From an optimization exercise on the open Yosys and OpenROAD flow, aimed at small area and a short achievable clock period; shortcuts taken in it are not production practice. Where RTL was checked, it was by simulation tests only, not by an equivalence proof against the original. No activity file was given, so power comes from the tool's default toggle rates.

red:
Design mac_array, start of the top module:
module mac_array (
    input  clk,
    input  rst_n,
    input  [3:0] enable,
    input  [3:0] clear_acc,
    input  [31:0] input_data,
    input  [31:0] weight,
    output [63:0] mac_out,
    output [63:0] activated_out,
    output [3:0] valid,
    output [3:0] overflow
);
    genvar i;
    generate
        for (i = 0; i < 4; i = i + 1) begin : mac_channels
            mac_unit mac_inst (
                .clk(clk),
                .rst_n(rst_n),
                .enable(enable[i]),
                .clear_acc(clear_acc[i]),
                .input_data(input_data[8*i+7:8*i]),
                .weight(weight[8*i+7:8*i]),
                .mac_out(mac_out[16*i+15:16*i]),
                .activated_out(activated_out[16*i+15:16*i]),
                .valid(valid[i]),
                .overflow(overflow[i])
            );
        end
    endgenerate
endmodule
Size: roughly 1600 cells after synthesis, about 170 flip-flops, about 210 I/O pins, about 16000 µm² of cells after synthesis.
==> flow/config.mk <==
export PLATFORM = sky130hd
export DESIGN_NAME = mac_array
export DESIGN_NICKNAME = mac_array
export VERILOG_FILES = /design/flow/design.v
export SDC_FILE = /design/flow/constraint.sdc
export NUM_CORES = 4
export LEC_CHECK = 0
export CAP_MARGIN = 20
export CORE_MARGIN = 2
export CORE_UTILIZATION = 40
export CTS_BUF_LIST = sky130_fd_sc_hd__clkbuf_4 sky130_fd_sc_hd__clkbuf_8
export SETUP_SLACK_MARGIN = 4.0
export SLEW_MARGIN = 20
export SYNTH_HIERARCHICAL = 1
==> flow/constraint.sdc <==
create_clock -name core_clock -period 8.5 [get_ports {clk}]
set_input_delay 1.7000 -clock core_clock [delete_from_list [all_inputs] [get_ports {clk}]]
set_output_delay 1.7000 -clock core_clock [all_outputs]
set_load 0.01 [all_outputs]
standard.sh (not shown) runs the stock make flow with config.mk's settings and CLKGATE_MAP_FILE= SYNTH_SCRIPT=/design/flow/synth_recipe.tcl, a recipe that flattens the netlist after the stock synthesis.
==> flow/flow/run.sh <==
#!/bin/bash
# Layout flow: the standard ORFS flow with two changes.
#  1. Synthesis extracts full/half adder cells only inside the carry-save
#     cells (csa_fa, csa_ha); the other adders are left to ABC, so their
#     carry chains are not built from slow full-adder cells.  Registers are
#     untouched, so they match the standard synthesis.
#  2. The port buffers use the smallest buffer cell; timing repair upsizes
#     the ones on critical paths.
set -euo pipefail
HERE=$PWD
sed 's/^\(  extract_fa {\*}\[dont_use_extract_fa_args\]\)$/\1 csa_fa csa_ha/' \
  "$FLOW_HOME/scripts/synth.tcl" > "$HERE/synth_sel.tcl"
grep -q 'dont_use_extract_fa_args\] csa_fa csa_ha' "$HERE/synth_sel.tcl"
sed "s#^source \$::env(SCRIPTS_DIR)/synth.tcl\$#source $HERE/synth_sel.tcl#" \
  "$HERE/synth_recipe.tcl" > "$HERE/synth_recipe_sel.tcl"
grep -q "source $HERE/synth_sel.tcl" "$HERE/synth_recipe_sel.tcl"
export BUFFER_PORTS_ARGS="-buffer_cell sky130_fd_sc_hd__buf_1"
bash standard.sh SYNTH_SCRIPT="$HERE/synth_recipe_sel.tcl" finish > standard.log 2>&1
Here is what was changed in the inputs of blue compared with red.
# red
export LEC_CHECK = 0
export CAP_MARGIN = 20
export CORE_MARGIN = 2
export CORE_UTILIZATION = 40
export CTS_BUF_LIST = sky130_fd_sc_hd__clkbuf_4 sky130_fd_sc_hd__clkbuf_8
export SETUP_SLACK_MARGIN = 4.0
export SLEW_MARGIN = 20
export SYNTH_HIERARCHICAL = 1
create_clock -name core_clock -period 8.5 [get_ports {clk}]
# blue
export LEC_CHECK = 0
export CAP_MARGIN = 20
export CORE_MARGIN = 2
export CORE_UTILIZATION = 65
export CTS_BUF_LIST = sky130_fd_sc_hd__clkbuf_4 sky130_fd_sc_hd__clkbuf_8
export PLACE_DENSITY = 0.75
export SETUP_SLACK_MARGIN = 4.0
export SLEW_MARGIN = 20
export SYNTH_HIERARCHICAL = 1
create_clock -name core_clock -period 8.5 [get_ports {clk}]
Findings:
- blue ended up with a lower clock network fraction of total power than red did.
- Taking red as 1.0, blue lands at 2.0 on met3 wire length.
- Number of tap cells inserted: blue lower than red
- red → blue: area growth from synthesis to layout held, non-clock buffer count saw an increase, register share of the cell area about even, utilization now larger.
The following lists how green was set up differently from blue:
# blue
export LEC_CHECK = 0
export CAP_MARGIN = 20
export CORE_MARGIN = 2
export CORE_UTILIZATION = 65
export CTS_BUF_LIST = sky130_fd_sc_hd__clkbuf_4 sky130_fd_sc_hd__clkbuf_8
export PLACE_DENSITY = 0.75
export SETUP_SLACK_MARGIN = 4.0
export SLEW_MARGIN = 20
export SYNTH_HIERARCHICAL = 1
create_clock -name core_clock -period 8.5 [get_ports {clk}]
# green
export LEC_CHECK = 0
export CAP_MARGIN = 20
export CORE_MARGIN = 2
export CORE_UTILIZATION = 40
export CTS_BUF_LIST = sky130_fd_sc_hd__clkbuf_4 sky130_fd_sc_hd__clkbuf_8
export SETUP_SLACK_MARGIN = 4.0
export SLEW_MARGIN = 20
export SYNTH_HIERARCHICAL = 1
create_clock -name core_clock -period 8.5 [get_ports {clk}]
-- flow/flow/run.sh --
<<< blue, line 16
grep -q "source $HERE/synth_sel.tcl" "$HERE/synth_recipe_sel.tcl"
export BUFFER_PORTS_ARGS="-buffer_cell sky130_fd_sc_hd__buf_1"
bash standard.sh SYNTH_SCRIPT="$HERE/synth_recipe_sel.tcl" finish > standard.log 2>&1
>>> green, line 16
grep -q "source $HERE/synth_sel.tcl" "$HERE/synth_recipe_sel.tcl"
export BUFFER_PORTS_ARGS="-buffer_cell sky130_fd_sc_hd__buf_1"
bash standard.sh SYNTH_SCRIPT="$HERE/synth_recipe_sel.tcl" RECOVER_POWER=100 finish > standard.log 2>&1
Notes after the runs:
- Complete run, failing final checks: green, reason capacitance limit, slew limit.
- blue completed end to end with timing, DRC and antenna clean.
- Side by side, placement row count turned out higher in green than in blue.
- blue → green: clock slew seen by the registers of the worst setup and hold paths now sits at about the same level, portion of the layout cell area used by non-clock buffers now sits lower.
The inputs of orange differ from those of green as listed below.
# green
export LEC_CHECK = 0
export CAP_MARGIN = 20
export CORE_MARGIN = 2
export CORE_UTILIZATION = 40
export CTS_BUF_LIST = sky130_fd_sc_hd__clkbuf_4 sky130_fd_sc_hd__clkbuf_8
export SETUP_SLACK_MARGIN = 4.0
export SLEW_MARGIN = 20
export SYNTH_HIERARCHICAL = 1
create_clock -name core_clock -period 8.5 [get_ports {clk}]
# orange
export LEC_CHECK = 0
export CAP_MARGIN = 20
export CORE_MARGIN = 2
export CORE_UTILIZATION = 40
export CTS_BUF_LIST = sky130_fd_sc_hd__clkbuf_4 sky130_fd_sc_hd__clkbuf_8
export SETUP_SLACK_MARGIN = 4.6
export SLEW_MARGIN = 20
export SYNTH_HIERARCHICAL = 1
create_clock -name core_clock -period 8.5 [get_ports {clk}]
-- flow/flow/run.sh --
<<< green, line 16
grep -q "source $HERE/synth_sel.tcl" "$HERE/synth_recipe_sel.tcl"
export BUFFER_PORTS_ARGS="-buffer_cell sky130_fd_sc_hd__buf_1"
bash standard.sh SYNTH_SCRIPT="$HERE/synth_recipe_sel.tcl" RECOVER_POWER=100 finish > standard.log 2>&1
>>> orange, line 16
grep -q "source $HERE/synth_sel.tcl" "$HERE/synth_recipe_sel.tcl"
export BUFFER_PORTS_ARGS="-buffer_cell sky130_fd_sc_hd__buf_1"
bash standard.sh SYNTH_SCRIPT="$HERE/synth_recipe_sel.tcl" finish > standard.log 2>&1
Results
The final report for green shows a completed flow and a layout that fails verification, specifically capacitance limit, slew limit. Having completed the whole flow, orange delivered a layout that passed the timing, design-rule and antenna checks. Diff green..orange | cell count after placement | negligible. Utilization after layout: orange vs green up 9.1 points. Relative to green, the wire length of orange is higher by 11%. Maximum frequency, orange and green, higher one = orange. Relative to green, the area growth from synthesis to layout of orange is higher by 23 points. Reported for orange and green, number of clock sinks turned out identical to the last digit. Summary of orange over green: post-route fraction of the period consumed by the critical path saw a decrease, total global-route track usage saw an increase.


mac_array, a different RTL version from the one above (not shown whole).
Size: about 1500 cells after synthesis, roughly 170 flip-flops, roughly 0.016 sq mm of cells after synthesis.
==> flow/config.mk <==
export PLATFORM = sky130hd
export DESIGN_NAME = mac_array
export DESIGN_NICKNAME = mac_array
export VERILOG_FILES = /design/flow/design.v
export SDC_FILE = /design/flow/constraint.sdc
export NUM_CORES = 4
export LEC_CHECK = 0
export CAP_MARGIN = 20
export CORE_MARGIN = 2
export CORE_UTILIZATION = 40
export CTS_BUF_LIST = sky130_fd_sc_hd__clkbuf_4 sky130_fd_sc_hd__clkbuf_8
export SETUP_SLACK_MARGIN = 3.7
export SLEW_MARGIN = 20
export SYNTH_HIERARCHICAL = 1
==> flow/constraint.sdc <==
create_clock -name core_clock -period 8.5 [get_ports {clk}]
set_input_delay 1.7000 -clock core_clock [delete_from_list [all_inputs] [get_ports {clk}]]
set_output_delay 1.7000 -clock core_clock [all_outputs]
set_load 0.01 [all_outputs]
==> flow/flow/run.sh <==
#!/bin/bash
# Layout flow: the standard ORFS flow with two changes.
#  1. Synthesis extracts full/half adder cells only inside the carry-save
#     cells (csa_fa, csa_ha); the other adders are left to ABC, so their
#     carry chains are not built from slow full-adder cells.  Registers are
#     untouched, so they match the standard synthesis.
#  2. The port buffers use the smallest buffer cell; timing repair upsizes
#     the ones on critical paths.
set -euo pipefail
HERE=$PWD
sed 's/^\(  extract_fa {\*}\[dont_use_extract_fa_args\]\)$/\1 csa_fa csa_ha/' \
  "$FLOW_HOME/scripts/synth.tcl" > "$HERE/synth_sel.tcl"
grep -q 'dont_use_extract_fa_args\] csa_fa csa_ha' "$HERE/synth_sel.tcl"
sed "s#^source \$::env(SCRIPTS_DIR)/synth.tcl\$#source $HERE/synth_sel.tcl#" \
  "$HERE/synth_recipe.tcl" > "$HERE/synth_recipe_sel.tcl"
grep -q "source $HERE/synth_sel.tcl" "$HERE/synth_recipe_sel.tcl"
export BUFFER_PORTS_ARGS="-buffer_cell sky130_fd_sc_hd__buf_1"
bash standard.sh SYNTH_SCRIPT="$HERE/synth_recipe_sel.tcl" finish > standard.log 2>&1
Next try:
- SETUP_SLACK_MARGIN: 3.7 -> 4.0
Result:
- clock-buffer cell count shrinks by 6
- global-route usage increases by 0.65 points
- core utilization came out higher by 4.3 points
- via count grows by 4.7%
- synthesized area stays the same
- maximum frequency goes up by 3.9%
- flip-flop and latch count does not change
- final cell count came out higher by 3.0%
No functional check of the RTL was part of any run of this note.


RTL: one of the versions met above, not the one the previous note started from.
Size: ~1400 cells after synthesis, ~170 flip-flops, roughly 210 I/O pins, roughly 15000 um^2 of cells after synthesis.
==> flow/config.mk <==
export PLATFORM = sky130hd
export DESIGN_NAME = mac_array
export DESIGN_NICKNAME = mac_array
export VERILOG_FILES = /design/flow/design.v
export SDC_FILE = /design/flow/constraint.sdc
export NUM_CORES = 4
export LEC_CHECK = 0
export CAP_MARGIN = 20
export CORE_MARGIN = 2
export CORE_UTILIZATION = 40
export CTS_BUF_LIST = sky130_fd_sc_hd__clkbuf_4 sky130_fd_sc_hd__clkbuf_8
export SETUP_SLACK_MARGIN = 4.5
export SLEW_MARGIN = 20
export SYNTH_HIERARCHICAL = 1
==> flow/constraint.sdc <==
create_clock -name core_clock -period 8.5 [get_ports {clk}]
set_input_delay 1.7000 -clock core_clock [delete_from_list [all_inputs] [get_ports {clk}]]
set_output_delay 1.7000 -clock core_clock [all_outputs]
set_load 0.01 [all_outputs]
==> flow/flow/run.sh <==
#!/bin/bash
# Standard layout, with the port buffers made from the smallest buffer cell
# instead of the resizer's default pick; timing repair upsizes them as needed.
cp standard.sh standard_sh.txt
export BUFFER_PORTS_ARGS="-buffer_cell sky130_fd_sc_hd__buf_1"
bash standard.sh > standard.log 2>&1
==> next run, changes <==
--- a/flow/config.mk
+++ b/flow/config.mk
@@ -11,2 +11 @@
-export CTS_BUF_LIST = sky130_fd_sc_hd__clkbuf_4 sky130_fd_sc_hd__clkbuf_8
-export SETUP_SLACK_MARGIN = 4.5
+export SETUP_SLACK_MARGIN = 3.0
Sequential power stays flat. Clock-buffer cell count goes up by 4. Cell area goes down by about a fifth. Die area does not change. Fmax goes down by a little under a tenth. First-iteration DRC count goes down by a few percent. Cell count goes down by a few percent. Routed wire length goes down by roughly a tenth. Total power goes down by a quarter to a third. Flip-flop and latch count does not change.


mac_array, a different RTL version from the one above (not shown whole).
Size: about 1500 cells after synthesis, roughly 160 flip-flops, roughly 210 I/O pins, about 15000 um^2 of cells after synthesis.
clock: 8.5 ns
lec_check: 0
cap_margin: 20
core_margin: 2
core_utilization: 40
cts_buf_list: sky130_fd_sc_hd__clkbuf_4 sky130_fd_sc_hd__clkbuf_8
setup_slack_margin: 3.7
slew_margin: 20
synth_hierarchical: 1
==> flow/flow/run.sh <==
#!/bin/bash
# Layout flow: the standard ORFS flow with two changes.
#  1. Synthesis extracts full/half adder cells only inside the carry-save
#     cells (csa_fa, csa_ha); the other adders are left to ABC, so their
#     carry chains are not built from slow full-adder cells.  Registers are
#     untouched, so they match the standard synthesis.
#  2. The port buffers use the smallest buffer cell; timing repair upsizes
#     the ones on critical paths.
set -euo pipefail
HERE=$PWD
sed 's/^\(  extract_fa {\*}\[dont_use_extract_fa_args\]\)$/\1 csa_fa csa_ha/' \
  "$FLOW_HOME/scripts/synth.tcl" > "$HERE/synth_sel.tcl"
grep -q 'dont_use_extract_fa_args\] csa_fa csa_ha' "$HERE/synth_sel.tcl"
sed "s#^source \$::env(SCRIPTS_DIR)/synth.tcl\$#source $HERE/synth_sel.tcl#" \
  "$HERE/synth_recipe.tcl" > "$HERE/synth_recipe_sel.tcl"
grep -q "source $HERE/synth_sel.tcl" "$HERE/synth_recipe_sel.tcl"
export BUFFER_PORTS_ARGS="-buffer_cell sky130_fd_sc_hd__buf_1"
bash standard.sh SYNTH_SCRIPT="$HERE/synth_recipe_sel.tcl" finish > standard.log 2>&1
Rerun with:
CTS_BUF_LIST = sky130_fd_sc_hd__clkbuf_8   (was sky130_fd_sc_hd__clkbuf_4 sky130_fd_sc_hd__clkbuf_8)
CTS_CLUSTER_SIZE = 30   (was default)
SETUP_SLACK_MARGIN = 3.8   (was 3.7)
What happened:
- clock skew stays flat
- routed wire length went up slightly
- worst setup slack improves by 57 ps
- cell area is higher slightly
- global-route usage is higher by 0.42 points
- register-to-register slack barely changes
- die area stays the same
- power is higher by a few percent
- cell count grows slightly
- area after synthesis is unchanged
Rerun with:
CTS_BUF_LIST = sky130_fd_sc_hd__clkbuf_4 sky130_fd_sc_hd__clkbuf_8   (was sky130_fd_sc_hd__clkbuf_8)
CTS_CLUSTER_SIZE = default   (was 30)
SETUP_SLACK_MARGIN = 4.2   (was 3.8)
Effect: The changed run went through all stages and came out clean; worst setup slack is better by 150 ps; wire length is higher by 14%; register-to-register slack is better by 90 ps; combinational power is higher by 55%; count of clock-buffer cells in the layout is higher by 3; final cell count is higher by 5.2%; non-clock buffer count is higher by 106; fmax is higher by 3.4%.
Rerun with:
CORE_UTILIZATION = 50   (was 40)
SETUP_SLACK_MARGIN = 3.8   (was 4.2)
Outcome:
- global-route usage rises by 2.6 points
- total power falls by a quarter to a third
- final area falls by about a fifth
- clock-buffer cell count falls by 3
- final cell count falls by roughly a tenth


mac_array again, from the RTL that the note above started with.
export LEC_CHECK = 0
export CAP_MARGIN = 20
export CORE_MARGIN = 2
export CORE_UTILIZATION = 40
export CTS_BUF_LIST = sky130_fd_sc_hd__clkbuf_4 sky130_fd_sc_hd__clkbuf_8
export SETUP_SLACK_MARGIN = 3.7
export SLEW_MARGIN = 20
export SYNTH_HIERARCHICAL = 1
create_clock -name core_clock -period 8.5 [get_ports {clk}]
==> flow/flow/run.sh <==
#!/bin/bash
# Layout flow: the standard ORFS flow with two changes.
#  1. Synthesis extracts full/half adder cells only inside the carry-save
#     cells (csa_fa, csa_ha); the other adders are left to ABC, so their
#     carry chains are not built from slow full-adder cells.  Registers are
#     untouched, so they match the standard synthesis.
#  2. The port buffers use the smallest buffer cell; timing repair upsizes
#     the ones on critical paths.
set -euo pipefail
HERE=$PWD
sed 's/^\(  extract_fa {\*}\[dont_use_extract_fa_args\]\)$/\1 csa_fa csa_ha/' \
  "$FLOW_HOME/scripts/synth.tcl" > "$HERE/synth_sel.tcl"
grep -q 'dont_use_extract_fa_args\] csa_fa csa_ha' "$HERE/synth_sel.tcl"
sed "s#^source \$::env(SCRIPTS_DIR)/synth.tcl\$#source $HERE/synth_sel.tcl#" \
  "$HERE/synth_recipe.tcl" > "$HERE/synth_recipe_sel.tcl"
grep -q "source $HERE/synth_sel.tcl" "$HERE/synth_recipe_sel.tcl"
export BUFFER_PORTS_ARGS="-buffer_cell sky130_fd_sc_hd__buf_2"
bash standard.sh SYNTH_SCRIPT="$HERE/synth_recipe_sel.tcl" finish > standard.log 2>&1
The starting point completed with no timing, DRC or antenna violations.
Next try:
--- a/flow/flow/run.sh
+++ b/flow/flow/run.sh
@@ -17 +17 @@
-export BUFFER_PORTS_ARGS="-buffer_cell sky130_fd_sc_hd__buf_2"
+export BUFFER_PORTS_ARGS="-buffer_cell sky130_fd_sc_hd__buf_1"
Settings changed: SETUP_SLACK_MARGIN 3.7 to 3.9.
What happened: The changed run finished with timing, DRC and antenna clean. Final area rises by 2.1%. Area after synthesis does not change. Die area stays the same. Non-clock buffer count rises by 22. Sequential cell count stays the same. Sequential power is about the same. Synthesized cell count does not change. Fmax rises by 2.3%. Core utilization rises by 0.97 points. Worst hold slack got worse by 5.4 ps.

## separate check: timing with driven ports
No port has a modelled driver above. Below, the same layouts with a new extraction and two added sets of constraints.
Step 1 sets driving cells, clkbuf_16 on the clock port and buf_2 on the other inputs (assumed; they add their load-dependent delay and slew).
Step 2 also shifts input and output timing later by t, the mid clock arrival at the registers, as if the neighbouring blocks saw the same clock.
a / b / c = ideal ports / drivers / drivers and shift; a / b = the first two.
run	t (ns)	setup slack, ns	clock arrival spread, ns	slew at the worst register clock pin (ns)
red	0.535	3.984 / 3.936 / 3.600	0.015 / 0.016	0.10 / 0.10
blue	0.516	3.858 / 3.818 / 3.631	0.022 / 0.022	0.10 / 0.10
green	0.536	2.765 / 2.718 / 2.378	0.016 / 0.016	0.10 / 0.10
orange	0.579	3.962 / 3.919 / 3.930	0.023 / 0.023	0.11 / 0.11
the first run of note 2	0.547	3.740 / 3.768 / 3.221	0.017 / 0.016	0.10 / 0.10
the second run of note 2	0.558	3.918 / 3.896 / 3.338	0.020 / 0.020	0.12 / 0.12
the first run of note 3	0.530	3.609 / 3.563 / 3.770	0.016 / 0.015	0.10 / 0.10
the second run of note 3	0.479	3.225 / 3.179 / 3.527	0.015 / 0.015	0.07 / 0.07
the first run of note 4	0.522	3.863 / 3.822 / 3.361	0.019 / 0.020	0.10 / 0.10
the second run of note 4	0.526	3.920 / 3.871 / 3.440	0.017 / 0.017	0.10 / 0.10
the third run of note 4	0.518	4.072 / 4.028 / 3.663	0.014 / 0.013	0.10 / 0.10
the fourth run of note 4	0.530	3.950 / 3.901 / 3.479	0.015 / 0.016	0.11 / 0.11
the first run of note 5	0.530	3.882 / 3.834 / 3.369	0.014 / 0.013	0.09 / 0.09
the second run of note 5	0.528	3.985 / 3.937 / 3.489	0.022 / 0.021	0.11 / 0.11
For the second run of note 2, which loses most, drivers alone change the setup slack by -0.022 ns; drivers and shift together by -0.580 ns.
